From an optimization exercise on the open Yosys and OpenROAD flow, aimed at small area; shortcuts taken in it are not production practice.
The RTL was checked by simulation tests, not by an equivalence proof against the original design.
The clock port is modelled as an ideal driver; clocking choices that lean on that would not hold on a real chip.
No activity file was given, so power comes from the tool's default toggle rates.

==> flow/design.v <==
module PSX_DDR_Interface(
  input i_clk,
  input i_rst,
  input i_command,
  input i_writeElseRead,
  input [1:0] i_commandSize,
  input [14:0] i_targetAddr,
  input [2:0] i_subAddr,
  input [15:0] i_writeMask,
  input [255:0] i_dataClient,
  output wire o_busyClient,
  output reg o_dataValidClient,
  output reg [255:0] o_dataClient,
  input i_busyMem,
  input i_dataValidMem,
  input [31:0] i_dataMem,
  output wire o_writeEnableMem,
  output wire o_readEnableMem,
  output wire [7:0] o_burstLength,
  output wire [31:0] o_dataMem,
  output wire [25:0] o_targetAddr,
  output wire [3:0] o_byteEnableMem
);
localparam WAIT_STATE         = 2'b00;
localparam WRITE_STATE        = 2'b01;
localparam READ_REQUEST_STATE = 2'b10;
localparam READ_STATE         = 2'b11;
reg [1:0]  rwState;
reg [2:0]  burstCounter;
reg        sizeBig;
reg        sizeLong;
wire started = ~sizeBig | sizeLong;
wire [2:0] beatMask = {sizeBig, sizeBig, sizeLong};
wire lastBeat = &(burstCounter | ~beatMask);
wire inWait  = (rwState == WAIT_STATE);
wire inWrite = (rwState == WRITE_STATE);
wire inRead  = (rwState == READ_STATE);
wire take = inWait & i_command & (started | (i_targetAddr == 15'h0));
wire advance = (inWrite & ~i_busyMem) | (inRead & i_dataValidMem);
wire [7:0] beatSel;
PSX_DDR_Interface_dec8 u_dec (.a(burstCounter), .y(beatSel));
assign o_writeEnableMem = inWrite;
assign o_readEnableMem = (rwState == READ_REQUEST_STATE);
assign o_busyClient = ~inWait;
assign o_burstLength = {4'h0, sizeBig, 1'b0, sizeLong & ~sizeBig, ~sizeLong};
assign o_targetAddr = {8'h00, o_dataClient[17:0]};
wire [31:0] beatData;
wire [1:0]  beatMask2;
genvar b;
generate
  for (b = 0; b < 32; b = b + 1)
  begin : g_wbit
    PSX_DDR_Interface_sel8 u_sel (
      .d({i_dataClient[224+b], i_dataClient[192+b], i_dataClient[160+b], i_dataClient[128+b],
          i_dataClient[96+b], i_dataClient[64+b], i_dataClient[32+b], i_dataClient[b]}),
      .s(beatSel), .y(beatData[b]));
  end
  for (b = 0; b < 2; b = b + 1)
  begin : g_mbit
    PSX_DDR_Interface_sel8 u_sel (
      .d({i_writeMask[14+b], i_writeMask[12+b], i_writeMask[10+b], i_writeMask[8+b],
          i_writeMask[6+b], i_writeMask[4+b], i_writeMask[2+b], i_writeMask[b]}),
      .s(beatSel), .y(beatMask2[b]));
  end
endgenerate
assign o_dataMem = beatData;
assign o_byteEnableMem = {{2{beatMask2[1]}}, {2{beatMask2[0]}}};
always @(posedge i_clk or negedge i_rst)
begin
  if (!i_rst)
  begin
    rwState <= WAIT_STATE;
    sizeBig <= 1'b1;
    sizeLong <= 1'b0;
    o_dataValidClient <= 1'b0;
  end
  else
  begin
    o_dataValidClient <= inRead & i_dataValidMem & lastBeat;
    if (take)
    begin
      sizeBig <= i_commandSize[1];
      sizeLong <= i_commandSize[1] | i_commandSize[0];
      rwState <= i_writeElseRead ? WRITE_STATE : READ_REQUEST_STATE;
    end
    else if (advance & lastBeat)
      rwState <= WAIT_STATE;
    else if ((rwState == READ_REQUEST_STATE) & ~i_busyMem)
      rwState <= READ_STATE;
  end
end
always @(posedge i_clk)
begin
  if (inWait)
    burstCounter <= 3'h0;
  else if (advance)
    burstCounter <= {burstCounter[2] ^ (burstCounter[1] & burstCounter[0]),
                     burstCounter[1] ^ burstCounter[0],
                     ~burstCounter[0]} & beatMask;
end
wire slot0Read = inRead & beatSel[0];
wire [17:0] slot0Low;
wire [17:0] burstAddr = {i_targetAddr, i_subAddr};
generate
  for (b = 0; b < 18; b = b + 1)
  begin : g_abit
    PSX_DDR_Interface_ao22 u_ao (
      .a({inWait, slot0Read}),
      .b({burstAddr[b], i_dataMem[b]}),
      .y(slot0Low[b]));
  end
endgenerate
always @(posedge i_clk)
begin
  if (inWait | slot0Read)
    o_dataClient[17:0] <= slot0Low;
end
always @(posedge i_clk)
begin
  if (beatSel[0])
    o_dataClient[31:18] <= i_dataMem[31:18];
end
genvar k;
generate
  for (k = 1; k < 7; k = k + 1)
  begin : g_slot
    always @(posedge i_clk)
    begin
      if (beatSel[k])
        o_dataClient[32*k +: 32] <= i_dataMem;
    end
  end
endgenerate
always @(posedge i_clk)
  o_dataClient[255:224] <= i_dataMem;
endmodule
module PSX_DDR_Interface_dec8(
  input [2:0] a,
  output [7:0] y
);
assign y = 8'h01 << a;
endmodule
module PSX_DDR_Interface_sel8(
  input [7:0] d,
  input [7:0] s,
  output y
);
wire n0, n1, n2;
PSX_DDR_Interface_aoi222 u0 (.a(d[2:0]), .b(s[2:0]), .y(n0));
PSX_DDR_Interface_aoi222 u1 (.a(d[5:3]), .b(s[5:3]), .y(n1));
assign n2 = ~((d[6] & s[6]) | (d[7] & s[7]));
assign y = ~(n0 & n1 & n2);
endmodule
module PSX_DDR_Interface_aoi222(
  input [2:0] a,
  input [2:0] b,
  output y
);
assign y = ~|(a & b);
endmodule
module PSX_DDR_Interface_ao22(
  input [1:0] a,
  input [1:0] b,
  output y
);
assign y = |(a & b);
endmodule
==> flow/flow/run.sh <==
#!/bin/bash
set -euo pipefail
export BUFFER_PORTS_ARGS="-buffer_cell sky130_fd_sc_hd__buf_1"
bash standard.sh place > standard_place.log 2>&1

RES=orfs/results/sky130hd/PSX_DDR_Interface/base
export TRY_ODB=$RES/3_place.odb TRY_SDC=$RES/3_place.sdc
BASE="-sink_clustering_enable -repair_clock_nets -dont_use_dummy_load"
CFGS=("clkbuf_4 10 30" "clkbuf_4 10 40" "clkbuf_4 11 40" "clkbuf_4 12 50"
      "clkbuf_4 9 50" "clkbuf_4 10 50" "clkbuf_4 11 50" "clkbuf_4 8 60"
      "clkbuf_8 16 60" "clkbuf_8 18 60" "clkbuf_8 20 60" "clkbuf_8 20 80"
      "clkbuf_2 5 30" "clkbuf_2 6 30" "clkbuf_16 30 80" "clkbuf_16 16 60")
mkdir -p cts_try
i=0
for c in "${CFGS[@]}"; do
  set -- $c
  TRY_ARGS="$BASE -buf_list sky130_fd_sc_hd__$1 -sink_clustering_size $2 -sink_clustering_max_diameter $3" \
    openroad -no_init -exit flow/cts_try.tcl > cts_try/try_$i.log 2>&1 &
  i=$((i+1))
  if (( i % 4 == 0 )); then wait; fi
done
wait

best=""; besta=1e9
i=0
for c in "${CFGS[@]}"; do
  r=$(grep "^TRY_RESULT" cts_try/try_$i.log | tail -1 || true)
  if [[ -n "$r" ]]; then
    set -- $r
    if awk -v a="$2" -v s="$3" -v b="$besta" 'BEGIN{exit !(s <= 0.115 && a < b)}'; then
      best="$c"; besta="$2"
    fi
  fi
  echo "$c: $r" >> cts_try/summary.txt
  i=$((i+1))
done
echo "chosen: ${best:-default}" >> cts_try/summary.txt

if [[ -n "$best" ]]; then
  set -- $best
  export CTS_ARGS="$BASE -buf_list sky130_fd_sc_hd__$1 -sink_clustering_size $2 -sink_clustering_max_diameter $3"
else
  export CTS_ARGS="$BASE"
fi
bash standard.sh > standard.log 2>&1
==> flow/flow/cts_try.tcl <==
# Try one clock tree setting on the placed design and report the clock buffer
# area and the worst flip-flop clock-pin slew (placement parasitics).
set P $::env(FLOW_HOME)/platforms/sky130hd
read_liberty $P/lib/sky130_fd_sc_hd__tt_025C_1v80.lib
read_db $::env(TRY_ODB)
read_sdc $::env(TRY_SDC)
source $P/setRC.tcl
eval clock_tree_synthesis $::env(TRY_ARGS)
set_propagated_clock [all_clocks]
estimate_parasitics -placement
set a 0
foreach inst [get_cells *] {
  set m [get_property $inst ref_name]
  if {[string match "*clkbuf*" $m] || [string match "*clkinv*" $m]} {
    set a [expr {$a + [get_property [get_lib_cells */$m] area]}]
  }
}
set worst 0
foreach pin [get_pins -hierarchical */CLK] {
  set s [get_property $pin slew_max]
  if {$s > $worst} { set worst $s }
}
puts "TRY_RESULT $a $worst"
==> flow/standard.sh <==
#!/bin/bash
# synth_recipe.tcl (not shown) runs the flow's synth.tcl, then flattens the netlist and writes it again
# the make line also repeats each setting of config.mk as NAME=value (left out here)
make -C /OpenROAD-flow-scripts/flow DESIGN_CONFIG=/design/flow/config.mk WORK_HOME=/design/flow/orfs CLKGATE_MAP_FILE= SYNTH_SCRIPT=/design/flow/synth_recipe.tcl "${@:-finish}"
==> flow/config.mk <==
export PLATFORM = sky130hd
export DESIGN_NAME = PSX_DDR_Interface
export DESIGN_NICKNAME = PSX_DDR_Interface
export VERILOG_FILES = /design/flow/design.v
export SDC_FILE = /design/flow/constraint.sdc
export NUM_CORES = 4
export LEC_CHECK = 0
export CAP_MARGIN = 20
export CORE_AREA = 5 5 235 235
export DIE_AREA = 0 0 240 240
export GPL_ROUTABILITY_DRIVEN = 0
export GPL_TIMING_DRIVEN = 0
export PLACE_DENSITY = 0.6
export SLEW_MARGIN = 20
export SYNTH_HIERARCHICAL = 1
export SYNTH_MINIMUM_KEEP_SIZE = 0
==> flow/constraint.sdc <==
create_clock -name core_clock -period 4.0 [get_ports {i_clk}]
set_input_delay 0.8000 -clock core_clock [delete_from_list [all_inputs] [get_ports {i_clk}]]
set_output_delay 0.8000 -clock core_clock [all_outputs]
set_load 0.01 [all_outputs]
==> flow_summary.json, run 1 <==
{
  "status": "complete, no violations",
  "numCtsBuffers": 39,
  "grt_setup_unrepaired": "false",
  "path_clk_slew_ns": 0.11,
  "ys_ff_latch": 264,
  "synth_seq_area_share_pct": 79.6,
  "relSlewSlack_pct": 37.4,
  "worstPathCellList": "nor3b_4 > buf_12 > buf_6 > buf_6 > a222oi_1 > nand3_1 > buf_4 > buf_1",
  "cp-end-kind": "primary output",
  "fin_util_pct": 25.7,
  "routed_wl_mm": 42.4,
  "numClockSinks": 264,
  "drive_gt1_share_pct": 9.06,
  "fin_nets": 1569,
  "peakVddDrop_mv": 0.213,
  "fin_crit_sh_pct": 97.3,
  "cp_max_fo": 16,
  "synth_edf_count": 224,
  "maxCapViolCount": 0,
  "grt_pass1_vias": 8643,
  "slew_violations": 0,
  "setup_ws_ns": 0.108,
  "ff_latch_area_um2": 7550,
  "clock_latency_ns": 0.67,
  "fin_worst_skew_ns": 0.0895,
  "multiInputGateArea_um2": 1730,
  "start_kind": "flop",
  "hold_viol": 0,
  "layout_commonest_cell": "buf_1",
  "p_leak_uw": 0.00424,
  "antenna_found_initial": 8,
  "port_buffers": 646,
  "place_inst": 1883,
  "drc": 0,
  "core_area_um2": 52400,
  "vias_per_cell": 4.38,
  "crit_top_cell": "buf_6",
  "path_delay_family": "buffers and inverters",
  "postRouteAntennaNets": 0,
  "synth_area_um2": 9490,
  "yosysWarnings": 7,
  "grt_max_degree": 38,
  "syn_inst": 516,
  "tightest_slew_ns": 0.931,
  "dieArea_um2": 57600,
  "worstSetupPathType": "flop to primary output",
  "pre_cts_ws_ns": 0.746,
  "area_growth_pct": 42.3,
  "die_x_um": 240,
  "finalSetupViolations": 0,
  "powerDensity_nw_per_um2": 353,
  "track_usage_pct": 13.2,
  "synth_top_area_share_pct": 70.9,
  "cp.buffers_inverters": 5,
  "hp-class": "input port to flop",
  "grt_pass1_wl_mm": 56.4,
  "floorplan.initialDensity_pct": 18.1,
  "cpMaxStageDelayCell": "a222oi_1",
  "instances_no_fill": 1929,
  "async_flop_share_pct": 1.89,
  "synth_area_per_cell_um2": 18.4,
  "synth_ff_type": "edfxtp_1",
  "rows": 84,
  "n_fill_cell": 5534,
  "cp_slowest_stage_delay_ns": 0.65,
  "drt_iter0_markers": 807,
  "overflow": 0,
  "ys_top_cells_by_area": "edfxtp_1 (71%), dfxtp_1 (7.4%), a222oi_1 (7.2%)",
  "dieHeight_um": 240,
  "dp_hpwl_mm": 32.4,
  "cp.required_ns": 3.20,
  "fmax_mhz": 257,
  "finalSetupTns_ns": 0,
  "worst_ep_arrival_time_ns": 3.09,
  "synthDistinctLibCells": 42,
  "vias": 8457,
  "yosysTopAreaCell": "edfxtp_1",
  "first_pass_iters": 9,
  "io-pin-count": 660,
  "post_drt_wl_per_cell_um": 22.0,
  "fin_crit_ns": 3.89,
  "final_cell_mix": "buf_1 (646), edfxtp_1 (224), a222oi_1 (68)",
  "cts_tree": "yes"
}
[flip-flops by register name, indices dropped and copies added (netlist names)]
name               count
o_dataClient         256
burstCounter           3
rwState                2
o_dataValidClient      1
sizeBig                1
sizeLong               1
[through the flow]
step / power, uW / hold WS [ns] / cell area [um2]
2_1_floorplan: 3250 / 0.504 / 9570
3_5_place_dp: 3510 / 0.605 / 13200
4_1_cts: 4860 / 0.207 / 13500
3_3_place_gp: 3510 / 0.604 / 12900
5_1_grt: 5010 / 0.253 / 13500
6_report: 4770 / 0.336 / 13500
[path summary, 6_finish.rpt]
| check | start | to | slack [ns] | depth (start not counted) |
|---|---|---|---|---|
| hold reg to reg | sizeLong | sizeLong | 0.62 | 2 |
| setup / recovery | burstCounter[1] | o_byteEnableMem[3] | 0.11 | 8 |
| hold / removal | i_dataMem[7] | o_dataClient[231] | 0.34 | 1 |
| max in group asynchronous | i_rst | sizeBig | 3.21 | 2 |
| setup reg to reg | burstCounter[1] | o_dataClient[16] | 1.16 | 3 |
| min in group asynchronous | i_rst | sizeLong | 0.50 | 2 |
[kinds of logic (layout without fill, tap and decap cells)]
kind of cell             Yosys count  count (layout)  share of synthesized area [%]
AO/OA/AOI/OAI                    139             139                           13.0
flip-flops                       264             264                           79.6
other                              1              18                         0.0395
buffers and inverters             42             750                           3.17
adder cells (fa/ha/maj)            1               1                          0.132
AND/OR/NAND/NOR                   69              69                           4.06
[cell usage after synthesis, types with 2 or more instances]
| cell | n |
|---|---|
| a21boi_0 | 2 |
| a21oi_1 | 5 |
| a222oi_1 | 68 |
| a22o_1 | 18 |
| a22oi_1 | 34 |
| and3_2 | 2 |
| and3b_2 | 3 |
| buf_4 | 35 |
| dfrtp_1 | 4 |
| dfxtp_1 | 35 |
| edfxtp_1 | 224 |
| inv_1 | 4 |
| nand2_1 | 3 |
| nand3_1 | 35 |
| nor2_1 | 6 |
| nor2b_1 | 4 |
| nor3_1 | 2 |
| nor3b_1 | 3 |
| nor4_1 | 4 |
| o31ai_1 | 2 |
| o41ai_1 | 2 |
[modules after synthesis (local to each module, per instance)]
module                    times used  cell area [um2]  cells inside
PSX_DDR_Interface_sel8            34             12.5             2
PSX_DDR_Interface_ao22            18             8.76             1
PSX_DDR_Interface                  1             8160           354
PSX_DDR_Interface_aoi222          68             10.0             1
PSX_DDR_Interface_dec8             1             65.1             8
[power breakdown]
group / switching [uW] / total (uW) / internal (uW)
logic: 238 / 406 / 168
clock network: 864 / 1310 / 447
registers: 23.7 / 3050 / 3030
total: 1130 / 4770 / 3640
[worst reg2reg max path: stages (launching register included)]
cell and delay [ns]:
dfxtp_1 0.49, nor3_4 0.62, and3_2 0.67, or2_2 0.64
[cell type report]
type	count	area share [%]
diodes	5	0.0927
plain buffers	37	2.07
clock buffers	39	2.17
inverters	5	0.158
multi-input cells	222	12.8
flip-flops and latches	264	56.0
well taps	688	6.38
repair buffers	669	20.3
[routing by layer]
metal / wire [um] / GRT usage (%) / part of all wire (%)
met5: 0 / 0 / 0
met2: 21500 / 23.7 / 51
met1: 15300 / 15.2 / 36
met3: 4560 / 4.23 / 11
met4: 1100 / 3.83 / 2.6
[what timing repair did]
item	in CTS	in global routing
setup buffers	0	1
gates cloned	0	0
hold endpoints to repair	4	0
gates resized for setup	1	1
hold buffers	1	0
endpoints found under the setup margin	3	4
==> inputs of run 2 (changes only) <==
--- a/flow/config.mk
+++ b/flow/config.mk
@@ -8,9 +8,7 @@
 export CAP_MARGIN = 20
 export CORE_AREA = 5 5 235 235
 export DIE_AREA = 0 0 240 240
-export GPL_ROUTABILITY_DRIVEN = 0
-export GPL_TIMING_DRIVEN = 0
-export PLACE_DENSITY = 0.6
+export PLACE_DENSITY = 0.45
 export SLEW_MARGIN = 20
 export SYNTH_HIERARCHICAL = 1
 export SYNTH_MINIMUM_KEEP_SIZE = 0
==> run 2 against run 1 <==
  * Total power shrank 0.98%
  * Sequential cell count unchanged
  * Critical path depth is 2 lower
  * Combinational power shrank 9.6%
  * Critical endpoint is now o_dataMem[0]
  * Largest power group unchanged
  * Highest routed layer unchanged
==> flow_summary.json, run 2 <==
{
  "status": "complete, no violations",
  "start_kind": "flop",
  "io-pin-count": 660,
  "synth_common_cells": "edfxtp_1 (224), a222oi_1 (68), buf_4 (35), dfxtp_1 (35), nand3_1 (35)",
  "final_cell_mix": "buf_1 (646), edfxtp_1 (224), a222oi_1 (68)",
  "finalSetupTns_ns": 0,
  "regMostFlops": "o_dataClient",
  "fin_nets": 1528,
  "die_x_um": 240,
  "hp-class": "input port to flop",
  "peakVddDrop_mv": 0.189,
  "synth_most_common_cell": "edfxtp_1",
  "synthDistinctLibCells": 42,
  "first_pass_iters": 9,
  "reg2reg_slack_ns": 1.42,
  "p_leak_uw": 0.00401,
  "slew_violations": 0,
  "layout_commonest_cell": "buf_1",
  "floorplan.initialDensity_pct": 18.1,
  "maxCapViolCount": 0,
  "vias": 8372,
  "ys_top_cells_by_area": "edfxtp_1 (71%), dfxtp_1 (7.4%), a222oi_1 (7.2%)",
  "fmax_mhz": 275,
  "worst_ep_arrival_time_ns": 2.83,
  "grt_setup_unrepaired": "false",
  "drive_gt1_share_pct": 5.94,
  "track_usage_pct": 14.3,
  "timing.rr.start": "burstCounter[0]",
  "largest_reg_flops": 256,
  "drc": 0,
  "fin_util_pct": 25.0,
  "powerDensity_nw_per_um2": 361,
  "async_flop_share_pct": 1.89,
  "dieHeight_um": 240,
  "postRouteAntennaNets": 0,
  "cp.required_ns": 3.20,
  "synth_ff_type": "edfxtp_1",
  "cp-end-kind": "primary output",
  "grt_max_degree": 67,
  "fin_worst_skew_ns": 0.0526,
  "post_drt_wl_per_cell_um": 23.8,
  "synth_area_um2": 9490,
  "p_int_uw": 3590,
  "combPwrFrac_pct": 7.8,
  "top_regs": "o_dataClient x256, burstCounter x3, rwState x2",
  "grt_pass1_vias": 8313,
  "synth_seq_area_share_pct": 79.6,
  "switching_share_pct": 24.0,
  "finalSetupViolations": 0,
  "yosysWarnings": 7,
  "min_from": "i_dataMem[2]",
  "rows": 84,
  "dieArea_um2": 57600,
  "startpoint": "burstCounter[0]",
  "overflow": 0,
  "vias_per_cell": 4.43,
  "antenna_found_initial": 6,
  "dp_hpwl_mm": 33.1,
  "place_congestion": 0.903,
  "cts_tree": "yes",
  "p_clk_share_pct": 27.6,
  "fin_crit_sh_pct": 90.8,
  "yosysTopAreaCell": "edfxtp_1",
  "cp_max_fo": 26,
  "p_seq_share_pct": 64.7,
  "core_area_um2": 52400,
  "syn_inst": 516,
  "port_buffers": 646,
  "worstSetupPathType": "flop to primary output",
  "area_growth_pct": 38.0,
  "hold_viol": 0,
  "tightest_slew_ns": 0.802,
  "fin_crit_ns": 3.63,
  "numCtsBuffers": 37,
  "relSlewSlack_pct": 46.5,
  "power_uw": 4720,
  "drt_iter0_markers": 893,
  "grt_pass1_wl_mm": 59.5,
  "ys_ff_latch": 264,
  "clock_latency_ns": 0.69,
  "synth_edf_count": 224,
  "path_clk_slew_ns": 0.10,
  "routed_wl_mm": 45.0,
  "synth_area_per_cell_um2": 18.4,
  "p_switching_uw": 1130,
  "numClockSinks": 264,
  "synth_top_area_share_pct": 70.9,
  "n_fill_cell": 5611
}
## run 2: cell counts after synthesis
Identical to the previous run, type by type.
## run 2: final cells by class
type                            instances  area (um2)  share of cell area [%]
Tap cell                              688         861                    6.57
Inverter                                5        21.3                   0.162
Sequential cell                       264        7550                    57.7
Antenna cell                            5        12.5                  0.0956
Clock buffer                           37         278                    2.12
Timing Repair Buffer                  667        2640                    20.1
Multi-Input combinational cell        222        1730                    13.2
## run 2: path summary, 6_finish.rpt
| kind | to | cells after the start |
|---|---|---|
| setup / recovery | o_dataMem[0] | 6 |
| hold reg to reg | sizeLong | 2 |
| setup reg to reg | o_dataClient[14] | 4 |
| max in group asynchronous | sizeBig | 2 |
| min in group asynchronous | sizeLong | 2 |
| hold / removal | o_dataClient[226] | 1 |
## run 2: worst max-delay path: stages, from the launching register on
cell and delay (ns):
dfxtp_1 0.66, nor3_4 0.11, buf_4 0.26, buf_4 0.28, a222oi_1 0.53, nand3_1 0.13, buf_1 0.16
## run 2: Yosys stat by module (local to each module, per instance)
| module | copies in the design | cells inside |
|---|---|---|
| PSX_DDR_Interface_aoi222 | 68 | 1 |
| PSX_DDR_Interface | 1 | 354 |
| PSX_DDR_Interface_sel8 | 34 | 2 |
| PSX_DDR_Interface_dec8 | 1 | 8 |
| PSX_DDR_Interface_ao22 | 18 | 1 |
## run 2: per-stage QoR
stage | area (um2) | hold WS, ns | instances | setup WS, ns
2_1_floorplan | 9570 | 0.504 | 528 | 0.492
3_3_place_gp | 12800 | 0.659 | 1845 | 1.12
3_5_place_dp | 12800 | 0.653 | 1845 | 1.05
4_1_cts | 13100 | 0.233 | 1883 | 0.252
5_1_grt | 13100 | 0.261 | 1887 | 0.146
6_report | 13100 | 0.349 | 1888 | 0.367
## run 2: cells by family (layout without fill, tap and decap cells)
kind of cell	after synthesis	in the layout	synth area share (%)
AND/OR/NAND/NOR	69	69	4.06
buffers and inverters	42	709	3.17
AO/OA/AOI/OAI	139	139	13.0
adder cells (fa/ha/maj)	1	1	0.132
flip-flops	264	264	79.6
other	1	18	0.0395
## run 2: power groups by stage
stage / Combinational [uW] / Sequential, uW / Clock, uW
floorplan: 118 / 3130 / 0
global placement: 364 / 3120 / 0
detailed placement: 366 / 3110 / 0
CTS: 368 / 3050 / 1400
global route: 400 / 3060 / 1510
finish: 367 / 3050 / 1300
## run 2: layer usage
layer	track usage (%)	wire length (um)
met5	0	0
met1	16.5	16600
met3	3.76	3910
met4	4.40	1230
met2	25.8	23300
## run 2: what timing repair did
action                                  CTS  global route
gates resized for setup                   0             0
endpoints found under the setup margin    0             0
hold buffers                              1             0
setup buffers                             0             0
endpoints found under the hold margin     4             0
==> inputs of run 3 (changes only) <==
--- a/flow/config.mk
+++ b/flow/config.mk
@@ -8,7 +8,7 @@
 export CAP_MARGIN = 20
 export CORE_AREA = 5 5 235 235
 export DIE_AREA = 0 0 240 240
-export PLACE_DENSITY = 0.45
+export PLACE_DENSITY = 0.8
 export SLEW_MARGIN = 20
 export SYNTH_HIERARCHICAL = 1
 export SYNTH_MINIMUM_KEEP_SIZE = 0
==> run 3 against run 2 <==
  * Design area grew 0.22%
  * Die area is the same
  * Non-clock buffer count is 6 higher
  * Register-to-register slack got worse by 0.32 ns
  * Highest routed layer is now met5
  * Via count is 1.7% higher
  * Synthesized cell count is the same
  * Sequential share of layout area is 0.13 points lower
  * Global-route usage barely moved
  * Still clean
==> flow_summary.json, run 3 <==
{
  "status": "complete, no violations",
  "tightest_slew_ns": 1.03,
  "worstPathCellList": "and3b_4 > a22oi_1 > nand3_1 > buf_1",
  "vias": 8511,
  "track_usage_pct": 14.3,
  "async_flop_share_pct": 1.89,
  "syn_inst": 516,
  "area_growth_pct": 38.3,
  "power_uw": 4750,
  "drive_gt1_share_pct": 6.57,
  "crit_cells": 4,
  "worstSetupPathType": "flop to primary output",
  "slew_violations": 0,
  "ys_ff_latch": 264,
  "clock_latency_ns": 0.71,
  "antenna_found_initial": 9,
  "cp_slowest_stage_delay_ns": 0.81,
  "powerDensity_nw_per_um2": 362,
  "drt_iter0_markers": 801,
  "grt_pass1_wl_mm": 59.3,
  "largest_reg_flops": 256,
  "setup_ws_ns": 0.242,
  "rows": 84,
  "timing.rr.start": "burstCounter[0]",
  "startpoint": "burstCounter[1]",
  "p_int_uw": 3610,
  "fin_worst_skew_ns": 0.0644,
  "synth_top_area_share_pct": 70.9,
  "hold_slack_ns": 0.327,
  "fin_crit_ns": 3.76,
  "top_regs": "o_dataClient x256, burstCounter x3, rwState x2",
  "die_x_um": 240,
  "cpMaxStageDelayCell": "and3b_4",
  "path_clk_slew_ns": 0.11,
  "dieArea_um2": 57600,
  "grt_pass1_vias": 8744,
  "place_congestion": 0.961,
  "relSlewSlack_pct": 31.3,
  "timing.rr.end": "o_dataClient[13]",
  "final_cell_mix": "buf_1 (646), edfxtp_1 (224), a222oi_1 (68)",
  "synth_most_common_cell": "edfxtp_1",
  "finalSetupTns_ns": 0,
  "fmax_mhz": 266,
  "post_drt_wl_per_cell_um": 24.0,
  "synth_area_um2": 9490,
  "dp_hpwl_mm": 35.3,
  "cp-end-kind": "primary output",
  "switching_share_pct": 23.9,
  "synth_common_cells": "edfxtp_1 (224), a222oi_1 (68), buf_4 (35), dfxtp_1 (35), nand3_1 (35)",
  "grt_max_degree": 45,
  "cp.buffers_inverters": 1,
  "floorplan.initialDensity_pct": 18.1,
  "fin_nets": 1536,
  "vias_per_cell": 4.49,
  "grt_setup_unrepaired": "false",
  "p_seq_share_pct": 64.3,
  "yosysWarnings": 7,
  "p_switching_uw": 1140,
  "p_clk_share_pct": 27.7,
  "numCtsBuffers": 39,
  "reg2reg_slack_ns": 1.10,
  "first_pass_iters": 9,
  "peakVddDrop_mv": 0.225,
  "synth_area_per_cell_um2": 18.4,
  "r2r_cells": 3,
  "hold_viol": 0,
  "ys_top_cells_by_area": "edfxtp_1 (71%), dfxtp_1 (7.4%), a222oi_1 (7.2%)",
  "numClockSinks": 264,
  "combPwrFrac_pct": 8.0,
  "drc": 0,
  "core_area_um2": 52400,
  "start_kind": "flop",
  "worst_ep_arrival_time_ns": 2.96,
  "io-pin-count": 660,
  "synth_ff_type": "edfxtp_1",
  "fin_util_pct": 25.0,
  "regMostFlops": "o_dataClient",
  "pre_cts_ws_ns": 0.774,
  "synthDistinctLibCells": 42,
  "cp_max_fo": 44,
  "postRouteAntennaNets": 0,
  "synth_edf_count": 224,
  "overflow": 0,
  "finalSetupViolations": 0,
  "hp-class": "input port to flop",
  "path_delay_family": "simple AND/OR/NAND/NOR gates",
  "routed_wl_mm": 45.6,
  "p_leak_uw": 0.00404,
  "layout_commonest_cell": "buf_1",
  "dieHeight_um": 240,
  "synth_seq_area_share_pct": 79.6,
  "cp-endpoint": "o_dataMem[16]",
  "cts_tree": "yes",
  "port_buffers": 646,
  "fin_crit_sh_pct": 93.9,
  "maxCapViolCount": 0,
  "n_fill_cell": 5542,
  "cp.required_ns": 3.20,
  "yosysTopAreaCell": "edfxtp_1"
}
==> run 3: worst register-to-register path: stages (launching register included) <==
cell	delay, ns
dfxtp_1	0.48
nor3_4	0.78
and3_2	0.65
or2_2	0.60
==> run 3: layout make-up <==
type                    instances  area [um2]  area share, %
clock buffers                  39         293           2.23
well taps                     688         861           6.56
repair buffers                673        2640           20.1
inverters                       5        21.3          0.162
multi-input cells             222        1740           13.2
flip-flops and latches        264        7550           57.6
diodes                          6        15.0          0.114
==> run 3: logic make-up after synthesis <==
logic type / synth area share, %
buffers and inverters: 3.17
AO/OA/AOI/OAI: 13.0
adder cells (fa/ha/maj): 0.132
other: 0.0395
flip-flops: 79.6
AND/OR/NAND/NOR: 4.06
==> run 3: how the worst min path moves through the flow <==
| stage | cells after the start | slack, ns | to | startpoint |
|---|---|---|---|---|
| floorplan | 0 | 0.50 | o_dataValidClient | i_rst |
| global placement | 2 | 0.63 | burstCounter[1] | sizeBig |
| detailed placement | 2 | 0.64 | burstCounter[1] | sizeBig |
| CTS | 1 | 0.21 | o_dataClient[229] | i_dataMem[5] |
| global route | 1 | 0.28 | o_dataClient[233] | i_dataMem[9] |
| finish | 1 | 0.33 | o_dataClient[229] | i_dataMem[5] |
==> run 3: metrics by stage <==
step | area, um2 | instances
finish | 13100 | 1897
CTS | 13100 | 1891
global route | 13100 | 1897
detailed placement | 12800 | 1851
floorplan | 9570 | 528
global placement | 12800 | 1851
==> run 3: layer usage <==
layer	share of wire, %	GRT usage, %
met3	9.1	2.97
met1	37	16.6
met5	0.059	0
met4	4.6	7.14
met2	50	25.0
==> run 3: modules after synthesis (local to each module, per instance) <==
module | cell area [um2] | flops+latches
PSX_DDR_Interface | 8160 | 264
PSX_DDR_Interface_dec8 | 65.1 | 0
PSX_DDR_Interface_sel8 | 12.5 | 0
PSX_DDR_Interface_ao22 | 8.76 | 0
PSX_DDR_Interface_aoi222 | 10.0 | 0
==> run 3: timing repair <==
| item | CTS | global route |
|---|---|---|
| pin swaps | 0 | 1 |
| resized for setup | 1 | 0 |
| endpoints found under the setup margin | 1 | 1 |
| hold buffers | 1 | 0 |
| endpoints found under the hold margin | 4 | 0 |
| setup buffers | 0 | 0 |
==> run 3: power groups by stage <==
stage                     clock (uW)  sequential, uW  combinational (uW)
after CTS                       1410            3050                 383
after floorplan                    0            3130                 118
final                           1310            3050                 381
after global placement             0            3110                 375
after detailed placement           0            3110                 381
after global routing            1510            3060                 409
==> inputs of run 4 (changes only) <==
--- a/flow/config.mk
+++ b/flow/config.mk
@@ -8,7 +8,7 @@
 export CAP_MARGIN = 20
 export CORE_AREA = 5 5 235 235
 export DIE_AREA = 0 0 240 240
-export PLACE_DENSITY = 0.8
+export PLACE_DENSITY = 0.6
 export SLEW_MARGIN = 20
 export SYNTH_HIERARCHICAL = 1
 export SYNTH_MINIMUM_KEEP_SIZE = 0
==> run 4 against run 3 <==
  * Still clean on timing, DRC and antenna
  * Cell count shrank 0.63%
  * Clock-buffer cell count fell by 1
  * Synthesized cell count is the same
  * First-iteration DRC count increased by 7.1%
  * Setup slack better by 0.039 ns
  * Design area fell by 0.54%
  * Wire length decreased by 2.9%
  * Critical path type unchanged
  * Largest cell class unchanged
  * Highest routed layer unchanged
==> flow_summary.json, run 4 <==
{
  "worstPathCellList": "and3_2 > a22oi_1 > nand3_1 > buf_1",
  "fin_worst_skew_ns": 0.0656,
  "hold_slack_ns": 0.335,
  "path_clk_slew_ns": 0.10,
  "io-pin-count": 660,
  "track_usage_pct": 13.8,
  "die_x_um": 240,
  "worst_ep_arrival_time_ns": 2.92,
  "fin_area_um2": 13100,
  "p_leak_uw": 0.00399,
  "post_cts_buffers": 0,
  "vias": 8403,
  "placed_area_um2": 12700,
  "relSlewSlack_pct": 33.5,
  "numClockSinks": 264,
  "cp_max_fo": 34,
  "synth_top_family_by_area": "compound AO/OA/AOI/OAI gates",
  "grt_max_degree": 44,
  "yosysTopAreaCell": "edfxtp_1",
  "grt_setup_unrepaired": "false",
  "fin_crit_sh_pct": 93.0,
  "cp.required_ns": 3.20,
  "pre_cts_ws_ns": 0.903,
  "finalSetupViolations": 0,
  "synthAdderAreaFrac_pct": 0.132,
  "grtUsageMet1_pct": 15.9,
  "switching_share_pct": 23.9,
  "yosysWarnings": 7,
  "vias_per_cell": 4.46,
  "start_kind": "flop",
  "grt_pass1_wl_mm": 57.6,
  "cp.buffers_inverters": 1,
  "regMostFlops": "o_dataClient",
  "antenna_found_initial": 9,
  "worstSetupPathType": "flop to primary output",
  "hp-class": "input port to flop",
  "maxCapViolCount": 0,
  "floorplan.initialDensity_pct": 18.1,
  "slew_violations": 0,
  "ys_ff_latch": 264,
  "first_pass_iters": 10,
  "n_fill_cell": 5604,
  "routed_wl_mm": 44.3,
  "muxShareOfSynthArea_pct": 0,
  "async_flop_share_pct": 1.89,
  "dieArea_um2": 57600,
  "cts_tree": "yes",
  "cp_slowest_stage_delay_ns": 0.92,
  "instances_no_fill": 1885,
  "synth-xor-area-share_pct": 0,
  "dieHeight_um": 240,
  "ys_top_cells_by_area": "edfxtp_1 (71%), dfxtp_1 (7.4%), a222oi_1 (7.2%)",
  "fmax_mhz": 269,
  "path_delay_family": "simple AND/OR/NAND/NOR gates",
  "area_growth_pct": 37.6,
  "synthDistinctLibCells": 42,
  "synth_seq_area_share_pct": 79.6,
  "place_congestion": 0.970,
  "drt_iter0_markers": 858,
  "dp_hpwl_mm": 33.4,
  "p_switching_uw": 1130,
  "p_clk_share_pct": 27.6,
  "status": "complete, no violations",
  "place_inst": 1842,
  "peakVddDrop_mv": 0.217,
  "cpMaxStageDelayCell": "and3_2",
  "synth_edf_count": 224,
  "synth_area_per_cell_um2": 18.4,
  "drive_gt1_share_pct": 5.78,
  "synth_most_common_cell": "edfxtp_1",
  "p_seq_share_pct": 64.5,
  "fin_crit_ns": 3.72,
  "combPwrFrac_pct": 7.8,
  "syn_inst": 516,
  "grt_pass1_vias": 8419,
  "layout_commonest_cell": "buf_1",
  "rows": 84,
  "use_met2_pct": 24.7,
  "cp-end-kind": "primary output",
  "tightest_slew_ns": 0.997,
  "port_buffers": 646,
  "synthSimpleGateAreaFrac_pct": 4.06,
  "finalSetupTns_ns": 0,
  "grtUsageMet3_pct": 4.00,
  "p_int_uw": 3600,
  "final_cell_mix": "buf_1 (646), edfxtp_1 (224), a222oi_1 (68)",
  "synth_top_area_share_pct": 70.9,
  "core_area_um2": 52400,
  "clock_latency_ns": 0.68,
  "top_regs": "o_dataClient x256, burstCounter x3, rwState x2",
  "postRouteAntennaNets": 0,
  "setup_ws_ns": 0.282,
  "drc": 0,
  "synth_common_cells": "edfxtp_1 (224), a222oi_1 (68), buf_4 (35), dfxtp_1 (35), nand3_1 (35)",
  "powerDensity_nw_per_um2": 362,
  "numCtsBuffers": 38,
  "largest_reg_flops": 256,
  "fin_nets": 1526,
  "synth-compound-area-share_pct": 13.0,
  "synth_ff_type": "edfxtp_1",
  "synth_area_um2": 9490,
  "post_drt_wl_per_cell_um": 23.5,
  "overflow": 0,
  "hold_viol": 0,
  "grt_busiest_layer": "met2"
}
-- run 4: worst paths after layout --
| kind | slack, ns | startpoint | end | cells past startpoint |
|---|---|---|---|---|
| setup reg to reg | 1.45 | burstCounter[0] | o_dataClient[15] | 4 |
| setup / recovery | 0.28 | burstCounter[0] | o_byteEnableMem[1] | 4 |
| hold reg to reg | 0.66 | sizeLong | sizeLong | 2 |
| min in group asynchronous | 0.48 | i_rst | sizeLong | 2 |
| max in group asynchronous | 3.24 | i_rst | sizeBig | 2 |
| hold / removal | 0.33 | i_dataMem[7] | o_dataClient[231] | 1 |
-- run 4: cell type report --
| type | instances | area (um2) | share of cell area [%] |
|---|---|---|---|
| Antenna cell | 4 | 10.0 | 0.0767 |
| Clock buffer | 38 | 285 | 2.19 |
| Inverter | 5 | 21.3 | 0.163 |
| Multi-Input combinational cell | 222 | 1730 | 13.3 |
| Sequential cell | 264 | 7550 | 57.9 |
| Tap cell | 688 | 861 | 6.60 |
| Timing Repair Buffer | 664 | 2590 | 19.8 |
-- run 4: layer usage --
metal / vias up / wire length (um)
li1: 3580 / -
met1: 4168 / 16100
met2: 583 / 22600
met3: 70 / 4420
met4: 2 / 1170
met5: - / 13
-- run 4: kinds of logic (layout without fill, tap and decap cells) --
| logic type | Yosys count | count (layout) |
|---|---|---|
| buffers and inverters | 42 | 707 |
| AO/OA/AOI/OAI | 139 | 139 |
| AND/OR/NAND/NOR | 69 | 69 |
| flip-flops | 264 | 264 |
| adder cells (fa/ha/maj) | 1 | 1 |
| other | 1 | 17 |
-- run 4: stage by stage --
step	util [%]	total power, uW
finish	24.9	4730
global placement	24.3	3480
detailed placement	24.3	3480
CTS	24.9	4800
floorplan	-	3250
global route	24.9	4950
-- run 4: worst register-to-register path, stage by stage (launching register included) --
cell and delay, ns:
dfxtp_1 0.47, nor3_4 0.26, buf_4 0.29, and3_2 0.56, or2_2 0.59
-- run 4: repair_timing --
action                                 in CTS  in global routing
hold buffers                                1                  0
endpoints found under the hold margin       4                  0
resized for setup                           0                  0
-- run 4: power by group through the flow --
stage / combinational, uW / clock [uW] / sequential [uW]
floorplan: 118 / 0 / 3130
global placement: 362 / 0 / 3110
detailed placement: 367 / 0 / 3110
CTS: 368 / 1380 / 3050
global route: 397 / 1490 / 3060
finish: 370 / 1310 / 3050
-- run 4: Yosys stat by module, one instance, submodules excluded --
module	times used	cells inside	area (um2)	flops+latches
PSX_DDR_Interface_dec8	1	8	65.1	0
PSX_DDR_Interface_aoi222	68	1	10.0	0
PSX_DDR_Interface_ao22	18	1	8.76	0
PSX_DDR_Interface	1	354	8160	264
PSX_DDR_Interface_sel8	34	2	12.5	0
==> inputs of run 5 (changes only) <==
--- a/flow/design.v
+++ b/flow/design.v
@@ -38,7 +38,8 @@
 wire take = inWait & i_command & (started | (i_targetAddr == 15'h0));
 wire advance = (inWrite & ~i_busyMem) | (inRead & i_dataValidMem);
 wire [7:0] beatSel;
-PSX_DDR_Interface_dec8 u_dec (.a(burstCounter), .y(beatSel));
+wire [7:0] beatSelN;
+PSX_DDR_Interface_dec8 u_dec (.a(burstCounter), .y(beatSel), .yn(beatSelN));
 assign o_writeEnableMem = inWrite;
 assign o_readEnableMem = (rwState == READ_REQUEST_STATE);
 assign o_busyClient = ~inWait;
@@ -99,46 +100,42 @@
                      ~burstCounter[0]} & beatMask;
 end
 wire slot0Read = inRead & beatSel[0];
-wire [17:0] slot0Low;
+wire slot0Hold = ~(inWait | slot0Read);
 wire [17:0] burstAddr = {i_targetAddr, i_subAddr};
+wire [17:0] slot0LowN;
 generate
   for (b = 0; b < 18; b = b + 1)
   begin : g_abit
-    PSX_DDR_Interface_ao22 u_ao (
-      .a({inWait, slot0Read}),
-      .b({burstAddr[b], i_dataMem[b]}),
-      .y(slot0Low[b]));
+    PSX_DDR_Interface_aoi222 u_aoi (
+      .a({slot0Hold, slot0Read, inWait}),
+      .b({o_dataClient[b], i_dataMem[b], burstAddr[b]}),
+      .y(slot0LowN[b]));
   end
 endgenerate
 always @(posedge i_clk)
-begin
-  if (inWait | slot0Read)
-    o_dataClient[17:0] <= slot0Low;
-end
-always @(posedge i_clk)
-begin
-  if (beatSel[0])
-    o_dataClient[31:18] <= i_dataMem[31:18];
-end
-genvar k;
+  o_dataClient[17:0] <= ~slot0LowN;
+wire [223:18] slotNext;
 generate
-  for (k = 1; k < 7; k = k + 1)
-  begin : g_slot
-    always @(posedge i_clk)
-    begin
-      if (beatSel[k])
-        o_dataClient[32*k +: 32] <= i_dataMem;
-    end
+  for (b = 18; b < 224; b = b + 1)
+  begin : g_hbit
+    PSX_DDR_Interface_ao22 u_ao (
+      .a({beatSel[b / 32], beatSelN[b / 32]}),
+      .b({i_dataMem[b % 32], o_dataClient[b]}),
+      .y(slotNext[b]));
   end
 endgenerate
+always @(posedge i_clk)
+  o_dataClient[223:18] <= slotNext;
 always @(posedge i_clk)
   o_dataClient[255:224] <= i_dataMem;
 endmodule
 module PSX_DDR_Interface_dec8(
   input [2:0] a,
-  output [7:0] y
+  output [7:0] y,
+  output [7:0] yn
 );
 assign y = 8'h01 << a;
+assign yn = ~(8'h01 << a);
 endmodule
 module PSX_DDR_Interface_sel8(
   input [7:0] d,
==> run 5 against run 4 <==
  * Still clean on timing, DRC and antenna
  * First-iteration DRC count up 5.5%
  * Clock skew decreased by 0.012 ns
  * Total power decreased by 9.9%
  * Clock-buffer cell count fell by 4
  * Via count rose by 22%
  * Cell count up 12%
  * Synthesized cell count up 44%
  * Largest cell class unchanged
==> flow_summary.json, run 5 <==
{
  "status": "complete, no violations",
  "place_congestion": 0.982,
  "fin_worst_skew_ns": 0.0534,
  "layout_commonest_cell": "buf_1",
  "wl_met2_mm": 25.7,
  "fmax_mhz": 267,
  "worstSetupPathType": "flop to primary output",
  "powerDensity_nw_per_um2": 334,
  "clock_latency_ns": 0.60,
  "postRouteAntennaNets": 0,
  "p_leak_uw": 0.00461,
  "die_x_um": 240,
  "slew_violations": 0,
  "top_regs": "o_dataClient x256, burstCounter x3, rwState x2",
  "yosysWarnings": 7,
  "track_usage_pct": 15.8,
  "cp_slowest_stage_delay_ns": 0.75,
  "dieHeight_um": 240,
  "finalSetupTns_ns": 0,
  "relSlewSlack_pct": 42.7,
  "dp_hpwl_mm": 39.8,
  "antenna_found_initial": 3,
  "area_growth_pct": 39.2,
  "first_pass_iters": 11,
  "final_cell_mix": "buf_1 (646), dfxtp_1 (258), a22o_1 (206)",
  "n_fill_cell": 5734,
  "overflow": 0,
  "cp.required_ns": 3.20,
  "peakVddDrop_mv": 0.121,
  "hp-class": "input port to flop",
  "io-pin-count": 660,
  "fin_crit_sh_pct": 93.7,
  "grt_pass1_wl_mm": 68.4,
  "path_clk_slew_ns": 0.11,
  "cp_max_fo": 18,
  "fin_util_pct": 24.4,
  "finalSetupViolations": 0,
  "start_kind": "flop",
  "port_buffers": 646,
  "maxCapViolCount": 0,
  "worstPathCellList": "and3b_2 > a222oi_1 > nand3_1 > buf_1",
  "dieArea_um2": 57600,
  "tightest_slew_ns": 0.860,
  "drc": 0,
  "drt_iter0_markers": 905,
  "worst_ep_arrival_time_ns": 2.95,
  "floorplan.initialDensity_pct": 17.5,
  "grt_setup_unrepaired": "false",
  "grt_max_degree": 36,
  "hold_viol": 0,
  "numCtsBuffers": 34,
  "post_drt_wl_per_cell_um": 23.8,
  "cp-end-kind": "primary output",
  "syn_inst": 741,
  "topRoutingLayerUsed": "met4",
  "grt_pass1_vias": 10108,
  "cts_tree": "yes",
  "drive_gt1_share_pct": 5.68,
  "synth_area_per_cell_um2": 12.4,
  "regMostFlops": "o_dataClient",
  "fin_crit_ns": 3.75,
  "numClockSinks": 264,
  "routed-wl-met3_mm": 4.00,
  "r2r_cells": 6,
  "post_cts_buffers": 0,
  "synth_area_um2": 9180,
  "largest_reg_flops": 256,
  "wl_met1_mm": 18.2,
  "vias": 10260,
  "cpMaxStageDelayCell": "dfxtp_1",
  "rows": 84,
  "routed_wl_mm": 50.4,
  "min_path_cells": 3,
  "core_area_um2": 52400,
  "fin_nets": 1760,
  "vias_per_cell": 4.84
}
## run 5: metrics by stage
| stage | power, uW | hold slack [ns] | instance area, um2 | cells | setup slack [ns] |
|---|---|---|---|---|---|
| global placement | 3090 | 0.459 | 12500 | 2080 | 0.850 |
| global route | 4450 | 0.376 | 12800 | 2118 | 0.00739 |
| floorplan | 2850 | 0.504 | 9230 | 753 | 0.0311 |
| finish | 4260 | 0.407 | 12800 | 2118 | 0.253 |
| detailed placement | 3100 | 0.463 | 12500 | 2080 | 0.760 |
| CTS | 4320 | 0.321 | 12800 | 2115 | 0.0110 |
## run 5: final timing paths
path | startpoint | slack, ns | to
max | burstCounter[2] | 0.25 | o_byteEnableMem[3]
min | i_subAddr[0] | 0.41 | o_dataClient[0]
max reg2reg | burstCounter[0] | 1.33 | o_dataClient[12]
min reg2reg | o_dataClient[31] | 0.47 | o_dataClient[31]
max in group asynchronous | i_rst | 3.12 | sizeBig
min in group asynchronous | i_rst | 0.60 | o_dataValidClient
## run 5: final cells by class
class / count / area, um2 / share of cell area, %
flip-flops and latches: 264 / 5310 / 41.6
repair buffers: 678 / 2680 / 21.0
inverters: 22 / 82.6 / 0.646
multi-input cells: 429 / 3580 / 28.0
clock buffers: 34 / 255 / 2.00
diodes: 3 / 7.51 / 0.0588
well taps: 688 / 861 / 6.74
## run 5: worst max-delay path: cells and delay by family (launching register included)
kind	cells	cell delay, ns
compound gates	1	0.66
buf+inv	1	0.25
flops	1	0.75
simple gates	2	0.67
## run 5: layer usage
layer | vias up | GRT usage [%]
li1 | 4481 | -
met1 | 5015 | 17.4
met2 | 660 | 29.2
met3 | 104 | 2.75
met4 | 0 | 7.93
met5 | - | 0
## run 5: repair_timing
item | in CTS | in global routing
hold buffers | 1 | 0
hold endpoints to repair | 4 | 0
setup endpoints to repair | 0 | 3
gates resized for setup | 0 | 2
## run 5: where the power goes
part,switching [uW],total [uW],internal [uW],leakage (uW)
sequential,17.3,2680,2660,0.00217
combinational,224,353,129,0.00228
clock,835,1230,394,0.000156
==> inputs of run 6 (changes only) <==
--- a/flow/design.v
+++ b/flow/design.v
@@ -29,18 +29,21 @@
 reg [2:0]  burstCounter;
 reg        sizeBig;
 reg        sizeLong;
-wire started = ~sizeBig | sizeLong;
-wire [2:0] beatMask = {sizeBig, sizeBig, sizeLong};
-wire lastBeat = &(burstCounter | ~beatMask);
-wire inWait  = (rwState == WAIT_STATE);
-wire inWrite = (rwState == WRITE_STATE);
-wire inRead  = (rwState == READ_STATE);
-wire take = inWait & i_command & (started | (i_targetAddr == 15'h0));
-wire advance = (inWrite & ~i_busyMem) | (inRead & i_dataValidMem);
+wire inWait, inRead, take, lastBeat;
+wire [1:0] rwStateNext;
+wire [2:0] burstCounterNext;
+wire sizeBigNext, sizeLongNext, dataValidNext;
+PSX_DDR_Interface_ctrl u_ctrl (
+  .state(rwState), .count(burstCounter), .sizeBig(sizeBig), .sizeLong(sizeLong),
+  .command(i_command), .writeElseRead(i_writeElseRead), .commandSize(i_commandSize),
+  .addrZero(i_targetAddr == 15'h0), .busyMem(i_busyMem), .dataValidMem(i_dataValidMem),
+  .inWait(inWait), .inRead(inRead), .take(take), .lastBeat(lastBeat),
+  .stateNext(rwStateNext), .countNext(burstCounterNext),
+  .sizeBigNext(sizeBigNext), .sizeLongNext(sizeLongNext), .dataValidNext(dataValidNext));
 wire [7:0] beatSel;
 wire [7:0] beatSelN;
 PSX_DDR_Interface_dec8 u_dec (.a(burstCounter), .y(beatSel), .yn(beatSelN));
-assign o_writeEnableMem = inWrite;
+assign o_writeEnableMem = (rwState == WRITE_STATE);
 assign o_readEnableMem = (rwState == READ_REQUEST_STATE);
 assign o_busyClient = ~inWait;
 assign o_burstLength = {4'h0, sizeBig, 1'b0, sizeLong & ~sizeBig, ~sizeLong};
@@ -77,28 +80,14 @@
   end
   else
   begin
-    o_dataValidClient <= inRead & i_dataValidMem & lastBeat;
-    if (take)
-    begin
-      sizeBig <= i_commandSize[1];
-      sizeLong <= i_commandSize[1] | i_commandSize[0];
-      rwState <= i_writeElseRead ? WRITE_STATE : READ_REQUEST_STATE;
-    end
-    else if (advance & lastBeat)
-      rwState <= WAIT_STATE;
-    else if ((rwState == READ_REQUEST_STATE) & ~i_busyMem)
-      rwState <= READ_STATE;
+    rwState <= rwStateNext;
+    sizeBig <= sizeBigNext;
+    sizeLong <= sizeLongNext;
+    o_dataValidClient <= dataValidNext;
   end
 end
 always @(posedge i_clk)
-begin
-  if (inWait)
-    burstCounter <= 3'h0;
-  else if (advance)
-    burstCounter <= {burstCounter[2] ^ (burstCounter[1] & burstCounter[0]),
-                     burstCounter[1] ^ burstCounter[0],
-                     ~burstCounter[0]} & beatMask;
-end
+  burstCounter <= burstCounterNext;
 wire slot0Read = inRead & beatSel[0];
 wire slot0Hold = ~(inWait | slot0Read);
 wire [17:0] burstAddr = {i_targetAddr, i_subAddr};
@@ -162,3 +151,42 @@
 );
 assign y = |(a & b);
 endmodule
+module PSX_DDR_Interface_ctrl(
+  input [1:0] state,
+  input [2:0] count,
+  input sizeBig,
+  input sizeLong,
+  input command,
+  input writeElseRead,
+  input [1:0] commandSize,
+  input addrZero,
+  input busyMem,
+  input dataValidMem,
+  output inWait,
+  output inRead,
+  output take,
+  output lastBeat,
+  output [1:0] stateNext,
+  output [2:0] countNext,
+  output sizeBigNext,
+  output sizeLongNext,
+  output dataValidNext
+);
+wire started = ~sizeBig | sizeLong;
+wire [2:0] beatMask = {sizeBig, sizeBig, sizeLong};
+assign lastBeat = &(count | ~beatMask);
+assign inWait = ~(state[1] | state[0]);
+assign inRead = state[1] & state[0];
+wire inWrite = ~state[1] & state[0];
+wire inRequest = state[1] & ~state[0];
+assign take = inWait & command & (started | addrZero);
+wire advance = (inWrite & ~busyMem) | (inRead & dataValidMem);
+wire done = advance & lastBeat;
+assign stateNext[0] = (take & writeElseRead) | (state[0] & ~done) | (inRequest & ~busyMem);
+assign stateNext[1] = (take & ~writeElseRead) | (state[1] & ~done);
+wire [2:0] countInc = {count[2] ^ (count[1] & count[0]), count[1] ^ count[0], ~count[0]} & beatMask;
+assign countNext = inWait ? 3'h0 : advance ? countInc : count;
+assign sizeBigNext = take ? commandSize[1] : sizeBig;
+assign sizeLongNext = take ? (commandSize[1] | commandSize[0]) : sizeLong;
+assign dataValidNext = inRead & dataValidMem & lastBeat;
+endmodule
==> run 6 against run 5 <==
  * Still clean on timing, DRC and antenna
  * Clock-buffer cell count rose by 1
  * Sequential cell count did not move
  * Sequential share of layout area barely moved
  * Sequential power rose by 71%
  * Cell count rose by 0.24%
  * Register-to-register slack improved by 0.05 ns
  * Wire length fell by 2.5%
  * Critical path depth rose by 1
  * Via count fell by 0.71%
  * Global-route usage fell by 0.30 points
  * Fmax rose by 2.6%
  * Critical endpoint is now o_dataMem[3]
  * Highest routed layer unchanged
==> flow_summary.json, run 6 <==
{
  "instances_no_fill": 2123,
  "synth_area_per_cell_um2": 12.3,
  "fin_worst_skew_ns": 0.0995,
  "cp-end-kind": "primary output",
  "numClockSinks": 264,
  "io-pin-count": 660,
  "top_regs": "o_dataClient x256, burstCounter x3, rwState x2",
  "worst_ep_arrival_time_ns": 2.85,
  "overflow": 0,
  "routed_wl_mm": 49.1,
  "pre_cts_ws_ns": 0.522,
  "first_pass_iters": 9,
  "dp_hpwl_mm": 38.0,
  "fin_nets": 1759,
  "final_cell_mix": "buf_1 (646), dfxtp_1 (256), a22o_1 (206)",
  "cp.required_ns": 3.20,
  "fin_crit_sh_pct": 91.3,
  "dieArea_um2": 57600,
  "grt_max_degree": 67,
  "p_int_uw": 6340,
  "synth_area_um2": 9200,
  "antenna_found_initial": 9,
  "vias": 10187,
  "floorplan.initialDensity_pct": 17.5,
  "clock_latency_ns": 0.65,
  "layout_commonest_cell": "buf_1",
  "peakVddDrop_mv": 0.217,
  "yosysWarnings": 7,
  "regMostFlops": "o_dataClient",
  "cts_tree": "yes",
  "fmax_mhz": 274,
  "tightest_slew_ns": 1.08,
  "grt_setup_unrepaired": "false",
  "area_growth_pct": 38.8,
  "finalSetupViolations": 0,
  "drt_iter0_markers": 994,
  "relSlewSlack_pct": 27.9,
  "drc": 0,
  "post_cts_buffers": 0,
  "start_kind": "flop",
  "track_usage_pct": 15.5,
  "reg2reg_slack_ns": 1.38,
  "setup_ws_ns": 0.349,
  "die_x_um": 240,
  "worstPathCellList": "nor3_4 > buf_4 > a222oi_1 > nand3_1 > buf_1",
  "hp-class": "input port to flop",
  "combPwrFrac_pct": 47.2,
  "dieHeight_um": 240,
  "fin_crit_ns": 3.65,
  "place_congestion": 0.961,
  "placed_area_um2": 12500,
  "largest_reg_flops": 256,
  "grt_pass1_wl_mm": 67.4,
  "p_clk_share_pct": 11.2,
  "postRouteAntennaNets": 0,
  "cp_slowest_stage_delay_ns": 0.88,
  "cp_max_fo": 20,
  "p_seq_share_pct": 41.6,
  "status": "complete, no violations",
  "powerDensity_nw_per_um2": 863,
  "path_clk_slew_ns": 0.10,
  "switching_share_pct": 42.5,
  "finalSetupTns_ns": 0,
  "syn_inst": 746,
  "worstSetupPathType": "flop to primary output",
  "maxCapViolCount": 0,
  "fin_area_um2": 12800,
  "place_inst": 2078,
  "port_buffers": 646,
  "fin_util_pct": 24.4,
  "drive_gt1_share_pct": 5.12,
  "core_area_um2": 52400,
  "rows": 84,
  "grt_pass1_vias": 10097,
  "numCtsBuffers": 35,
  "cpMaxStageDelayCell": "a222oi_1",
  "p_leak_uw": 0.00465,
  "vias_per_cell": 4.80,
  "slew_violations": 0,
  "post_drt_wl_per_cell_um": 23.1,
  "p_switching_uw": 4690,
  "hold_viol": 0
}
-- run 6: power by group through the flow --
stage | clock network [uW] | logic, uW | registers [uW]
finish | 1240 | 5210 | 4590
global route | 1400 | 5630 | 4720
global placement | 0 | 5210 | 4590
CTS | 1290 | 5300 | 4580
detailed placement | 0 | 5270 | 4630
floorplan | 0 | 2550 | 5010
-- run 6: worst max-delay path: cells and delay by family (launching register included) --
family          cells  cell delay (ns)
compound gates      1             0.88
buf+inv             2             0.44
flops               1             0.57
simple gates        2             0.36
-- run 6: repair_timing --
action	CTS	global route
endpoints found under the setup margin	1	0
hold endpoints to repair	4	0
hold buffers	1	0
gates resized for setup	3	0
-- run 6: metal layers --
metal / global-route usage, % / wire [um] / vias up
li1: - / - / 4487
met2: 29.4 / 25900 / 595
met4: 7.50 / 2140 / 0
met1: 17.2 / 17600 / 5009
met3: 1.73 / 3400 / 96
met5: 0 / 0 / -
-- run 6: through the flow --
stage,hold WS [ns],power (uW)
finish,0.403,11000
global route,0.350,11700
CTS,0.317,11200
detailed placement,0.463,9900
global placement,0.460,9800
floorplan,0.504,7560
-- run 6: path summary, 6_finish.rpt --
check                                       start           endpoint  cells past startpoint
worst min-delay path             i_commandSize[1]            sizeBig                      3
worst max-delay path              burstCounter[0]       o_dataMem[3]                      5
worst min register to register  o_dataClient[118]  o_dataClient[118]                      1
max in group asynchronous                   i_rst            sizeBig                      2
worst max register to register    burstCounter[0]    o_dataClient[1]                      7
min in group asynchronous                   i_rst  o_dataValidClient                      2
-- run 6: final cells by class --
type                            count  area [um2]
Antenna cell                        9        22.5
Clock buffer                       35         263
Fill cell                        5738       39700
Inverter                           26        97.6
Multi-Input combinational cell    431        3590
Sequential cell                   264        5320
Tap cell                          688         861
Timing Repair Buffer              670        2620

-- re-timing with driven ports --
How much do the figures lean on ideal ports? The routed layouts below were timed once more, with nothing changed but the port constraints. Step 1, drivers: a clkbuf_16 drives i_clk and a buf_2 each remaining input, both assumed. Step 2 adds t to the input delays and takes it off the output delays; t is the mean of the earliest and latest rising clock arrival at the registers after step 1. Input paths then give back, and output paths get back, about the clock's delay inside the block. Slacks: ideal / step 1 / step 2; pairs: ideal / step 1.
| run | t, ns | setup slack, ns | worst setup path after step 2 | latest minus earliest clock arrival (ns) |
|---|---|---|---|---|
| run 1 | 0.686 | 0.108 / 0.069 / 0.756 | register to output | 0.125 / 0.125 |
| run 2 | 0.714 | 0.367 / 0.319 / 1.033 | register to output | 0.058 / 0.058 |
| run 3 | 0.700 | 0.242 / 0.201 / 0.901 | register to output | 0.106 / 0.106 |
| run 4 | 0.704 | 0.282 / 0.239 / 0.942 | register to output | 0.093 / 0.093 |
| run 5 | 0.627 | 0.253 / 0.215 / 0.842 | register to output | 0.083 / 0.083 |
| run 6 | 0.631 | 0.349 / 0.314 / 0.946 | register to output | 0.099 / 0.099 |
After both steps setup and hold are still met in every run listed.
